Source: an optimization exercise on an open RTL-to-GDS flow (aim: small area, a short achievable clock period and few clock cycles). Production flows keep margins and buffers that such runs may drop.
Power and IR drop assume default switching activity.

Setup of run A:
==> flow/design.v <==
`timescale 1ns / 1ps
module control#(parameter m=3, w=220, h=220)(
    input rstn,clk,ready,
    input [(m*m)-1:0] kernel,
    output wire [15:0] img_addr,
    output wire img_rd,
    input [7:0] img_data,
    output wire res_valid,
    output wire [15:0] res_addr,
    output wire [7:0] out,
    output wire finish
    );
    localparam [15:0] ST_ROW   = 16'd220;               
    localparam [15:0] ST_COL   = 16'd1 - 16'd1540;      
    localparam [15:0] ST_STRIP = -16'd440;              
    localparam [15:0] RS_SAME  = -16'd660 - 16'd221;    
    localparam [15:0] RS_PREV  = 16'd1099 - 16'd221;    
    reg        ready_r;
    reg        run;
    reg        rd;
    reg [15:0] ra;
    reg [2:0]  rc;           
    reg [7:0]  cc;           
    reg        last_strip;
    wire start    = ready_r & ~run;
    wire rc_end   = (rc == 3'd7);
    wire cc_end   = (cc == 8'd220);
    wire strip_end = rc_end & cc_end;
    wire prelast  = ra[15] & ra[11] & ~ra[5];
    wire run_end  = last_strip & (cc == 8'd219) & (rc == 3'd3);
    wire [2:0] rc_nx = rc + 3'd1;
    wire last_nx  = last_strip | (strip_end & prelast);
    assign img_rd   = rd;
    assign img_addr = ra;
    always @(posedge clk) ready_r <= ready;
    always @(posedge clk) begin
        if (!rstn) begin
            run <= 1'b0;
            rd  <= 1'b0;
        end else if (start) begin
            run <= 1'b1;
            rd  <= 1'b1;
        end else begin
            if (run_end) run <= 1'b0;
            rd <= run & ~run_end & ~(last_nx & rc_nx[2]);
        end
    end
    always @(posedge clk) begin
        if (start) begin
            ra <= 16'd0;
            rc <= 3'd0;
            cc <= 8'd0;
            last_strip <= 1'b0;
        end else begin
            rc <= rc_nx;
            ra <= ra + (!rc_end ? ST_ROW : !cc_end ? ST_COL : ST_STRIP);
            if (rc_end) cc <= cc_end ? 8'd0 : cc + 8'd1;
            last_strip <= last_nx;
        end
    end
    reg [15:0] rs;
    wire same_col = rc[2] | (rc[1] & rc[0]);           
    always @(posedge clk) rs <= ra + (same_col ? RS_SAME : RS_PREV);
    assign res_addr = rs;
    wire rv = run & (rc >= 3'd2) & (cc >= 8'd2) & ~cc_end & ~(last_strip & rc[2]);
    reg [8:0] kr;
    always @(posedge clk) kr <= kernel;
    reg [7:0] sr [0:16];
    integer i;
    always @(posedge clk) begin
        sr[0] <= img_data;
        for (i = 1; i <= 16; i = i + 1) sr[i] <= sr[i-1];
    end
    wire [7:0] p2 = sr[0];
    wire [7:0] p1 = sr[8];
    wire [7:0] p0 = sr[16];
    wire [9:0] r0 = (p0 & {8{kr[0]}}) + (p1 & {8{kr[1]}}) + (p2 & {8{kr[2]}});
    wire [9:0] r1 = (p0 & {8{kr[3]}}) + (p1 & {8{kr[4]}}) + (p2 & {8{kr[5]}});
    wire [9:0] r2 = (p0 & {8{kr[6]}}) + (p1 & {8{kr[7]}}) + (p2 & {8{kr[8]}});
    reg [9:0]  a0;
    reg [10:0] a1;
    reg [11:0] ws;
    always @(posedge clk) begin
        a0 <= r0;
        a1 <= a0 + r1;
        ws <= a1 + r2;
    end
    wire [5:0] dh = ws[11:6];
    wire [6:0] hl = dh + ws[5:0];
    reg  [3:0] f;
    always @* begin
        case (hl)
            7'd0: f = 4'd0;
            7'd1: f = 4'd0;
            7'd2: f = 4'd0;
            7'd3: f = 4'd0;
            7'd4: f = 4'd0;
            7'd5: f = 4'd0;
            7'd6: f = 4'd0;
            7'd7: f = 4'd0;
            7'd8: f = 4'd0;
            7'd9: f = 4'd1;
            7'd10: f = 4'd1;
            7'd11: f = 4'd1;
            7'd12: f = 4'd1;
            7'd13: f = 4'd1;
            7'd14: f = 4'd1;
            7'd15: f = 4'd1;
            7'd16: f = 4'd1;
            7'd17: f = 4'd1;
            7'd18: f = 4'd2;
            7'd19: f = 4'd2;
            7'd20: f = 4'd2;
            7'd21: f = 4'd2;
            7'd22: f = 4'd2;
            7'd23: f = 4'd2;
            7'd24: f = 4'd2;
            7'd25: f = 4'd2;
            7'd26: f = 4'd2;
            7'd27: f = 4'd3;
            7'd28: f = 4'd3;
            7'd29: f = 4'd3;
            7'd30: f = 4'd3;
            7'd31: f = 4'd3;
            7'd32: f = 4'd3;
            7'd33: f = 4'd3;
            7'd34: f = 4'd3;
            7'd35: f = 4'd3;
            7'd36: f = 4'd4;
            7'd37: f = 4'd4;
            7'd38: f = 4'd4;
            7'd39: f = 4'd4;
            7'd40: f = 4'd4;
            7'd41: f = 4'd4;
            7'd42: f = 4'd4;
            7'd43: f = 4'd4;
            7'd44: f = 4'd4;
            7'd45: f = 4'd5;
            7'd46: f = 4'd5;
            7'd47: f = 4'd5;
            7'd48: f = 4'd5;
            7'd49: f = 4'd5;
            7'd50: f = 4'd5;
            7'd51: f = 4'd5;
            7'd52: f = 4'd5;
            7'd53: f = 4'd5;
            7'd54: f = 4'd6;
            7'd55: f = 4'd6;
            7'd56: f = 4'd6;
            7'd57: f = 4'd6;
            7'd58: f = 4'd6;
            7'd59: f = 4'd6;
            7'd60: f = 4'd6;
            7'd61: f = 4'd6;
            7'd62: f = 4'd6;
            7'd63: f = 4'd7;
            7'd64: f = 4'd7;
            7'd65: f = 4'd7;
            7'd66: f = 4'd7;
            7'd67: f = 4'd7;
            7'd68: f = 4'd7;
            7'd69: f = 4'd7;
            7'd70: f = 4'd7;
            7'd71: f = 4'd7;
            7'd72: f = 4'd8;
            7'd73: f = 4'd8;
            7'd74: f = 4'd8;
            7'd75: f = 4'd8;
            7'd76: f = 4'd8;
            7'd77: f = 4'd8;
            7'd78: f = 4'd8;
            7'd79: f = 4'd8;
            7'd80: f = 4'd8;
            7'd81: f = 4'd9;
            7'd82: f = 4'd9;
            7'd83: f = 4'd9;
            7'd84: f = 4'd9;
            7'd85: f = 4'd9;
            7'd86: f = 4'd9;
            7'd87: f = 4'd9;
            7'd88: f = 4'd9;
            7'd89: f = 4'd9;
            7'd90: f = 4'd10;
            7'd91: f = 4'd10;
            7'd92: f = 4'd10;
            7'd93: f = 4'd10;
            7'd94: f = 4'd10;
            7'd95: f = 4'd10;
            7'd96: f = 4'd10;
            7'd97: f = 4'd10;
            7'd98: f = 4'd10;
            default: f = 4'd0;
        endcase
    end
    reg [7:0] q_r;
    always @(posedge clk) q_r <= {dh, 3'b0} - dh + f;
    assign out = q_r;
    reg [3:0] vp;
    reg [3:0] fp;
    always @(posedge clk) begin
        if (!rstn) begin vp <= 0; fp <= 0; end
        else begin vp <= {vp[2:0], rv}; fp <= {fp[2:0], run_end}; end
    end
    assign res_valid = vp[3];
    assign finish = fp[3];
endmodule
Settings: LEC_CHECK=0, CAP_MARGIN=20, CORE_MARGIN=2, CORE_UTILIZATION=40, SLEW_MARGIN=20; clock period 13.0 ns.
standard.sh (not shown) runs the stock make flow with config.mk's settings and CLKGATE_MAP_FILE= SYNTH_SCRIPT=/design/flow/synth_recipe.tcl, a recipe that flattens the netlist after the stock synthesis.
==> flow/flow/run.sh <==
#!/bin/bash
# Standard ORFS layout (the standard.sh, unchanged synthesis), with the
# port buffers made from buf_2 cells instead of the default buffer cell.
set -euo pipefail
export BUFFER_PORTS_ARGS="-buffer_cell sky130_fd_sc_hd__buf_2"
bash standard.sh > standard.log 2>&1
Every stage of the flow completed for run A, and the final layout passed the timing, design-rule and antenna checks.
[inputs] run B vs run A
==> flow/flow/run.sh <==
#!/bin/bash
# Standard ORFS layout (the standard.sh, unchanged synthesis), with
# buf_2 port buffers and a smaller clock tree.
set -euo pipefail
export BUFFER_PORTS_ARGS="-buffer_cell sky130_fd_sc_hd__buf_2"
export CTS_ARGS="-sink_clustering_enable -repair_clock_nets -buf_list sky130_fd_sc_hd__clkbuf_16 -sink_clustering_size 30 -sink_clustering_max_diameter 60 -dont_use_dummy_load"
bash standard.sh > standard.log 2>&1
Results
- Lower global-route usage goes to run B over run A.
- Run B vs run A, cell with the largest stage delay on the worst path: xor2_1 vs dfxtp_1
- Compared with run A, run B improves final area.
- Taking run A as the reference, in run B final cell count lost 26; wire length lost about 0.8%.
- Per the comparison of run B with run A, final core area utilization -1.7 points, average wire per cell in the routed design increased by about 1.3% relative to the old numbers.
Relative to run B, the following input files were edited for run C:
==> flow/run.sh (new file) <==
#!/bin/bash
# synth_recipe.tcl (not shown) runs the flow's synth.tcl, then flattens the netlist and writes it again
# the make line also repeats each setting of config.mk as NAME=value (left out here)
make -C /OpenROAD-flow-scripts/flow DESIGN_CONFIG=/design/flow/config.mk WORK_HOME=/design/flow/orfs CLKGATE_MAP_FILE= SYNTH_SCRIPT=/design/flow/synth_recipe.tcl finish
removed: flow/flow/run.sh
removed: flow/standard.sh
==> comparison <==
ws[6]$_DFF_P_ as the first element of the critical path was reported by run B, and ra[6]$_SDFF_PP0_ by run C.
Delta (run C minus run B): minimum clock period after layout grew by 220 ps, fraction of registers with async set or reset after synthesis level.
Diff run B and run C: placed standard-cell area lower in run B
In run C, the standby leakage power came out 0.15 nW above the value in run B.
Having completed the whole flow, run C delivered a layout that passed the timing, design-rule and antenna checks.
Compared with run B, run C shows final wirelength that has gone up slightly.
Compared with run B, run C shows area of all placed cells without fillers that has gone up by a few percent.
Here is what was changed in the inputs of run D compared with run C.
==> flow/flow/run.sh (new file) <==
#!/bin/bash
# Standard ORFS layout (the standard.sh, unchanged synthesis), with
# buf_2 port buffers and a smaller clock tree.
set -euo pipefail
export BUFFER_PORTS_ARGS="-buffer_cell sky130_fd_sc_hd__buf_2"
export CTS_ARGS="-sink_clustering_enable -repair_clock_nets -buf_list {sky130_fd_sc_hd__clkbuf_4 sky130_fd_sc_hd__clkbuf_8} -sink_clustering_size 20 -sink_clustering_max_diameter 50 -dont_use_dummy_load"
bash standard.sh > standard.log 2>&1
==> flow/standard.sh (new file) <==
#!/bin/bash
# synth_recipe.tcl (not shown) runs the flow's synth.tcl, then flattens the netlist and writes it again
# the make line also repeats each setting of config.mk as NAME=value (left out here)
make -C /OpenROAD-flow-scripts/flow DESIGN_CONFIG=/design/flow/config.mk WORK_HOME=/design/flow/orfs CLKGATE_MAP_FILE= SYNTH_SCRIPT=/design/flow/synth_recipe.tcl "${@:-finish}"
removed: flow/run.sh
Notes after the runs:
- Of run C and run D, the lower minimum period implied by the final worst setup slack belongs to run D.
- Run D against run C: area of all placed cells without fillers decreased by about 7.5% relative to the old numbers, pin count of the biggest net entering global routing increased by 3 relative to the old numbers, fmax increased by 12 MHz relative to the old numbers, endpoint arrival time on the critical path increased by 2830 ps relative to the old numbers.
- Taking run C as the reference, in run D routed wire length saw a decrease; switching share of total power saw an increase.
No functional check of the RTL was part of any run of this note.

-- re-timing with driven ports --
Ports are ideal in the flow. The routed layouts listed here were re-timed in OpenROAD.
Step 1, drivers: a clkbuf_16 drives clk and a buf_2 each remaining input, both assumed.
Step 2 times the ports against the registers' clock, not the clock port: input delays grow and output delays shrink by t, the midpoint of the rising clock arrivals with the driver on.
Three values: ideal, step 1, step 2; two values: the first two.
| run | t, ns | setup WS [ns] | hold WS [ns] |
|---|---|---|---|
| run A | 0.548 | 9.035 / 9.035 / 9.035 | 0.323 / 0.323 / 0.323 |
| run B | 0.532 | 9.033 / 9.033 / 9.033 | 0.301 / 0.301 / 0.301 |
| run C | 0.557 | 8.813 / 8.764 / 9.072 | 0.319 / 0.319 / 0.319 |
| run D | 0.550 | 9.020 / 9.020 / 9.020 | 0.282 / 0.282 / 0.282 |
After both steps setup and hold are still met in every run listed.
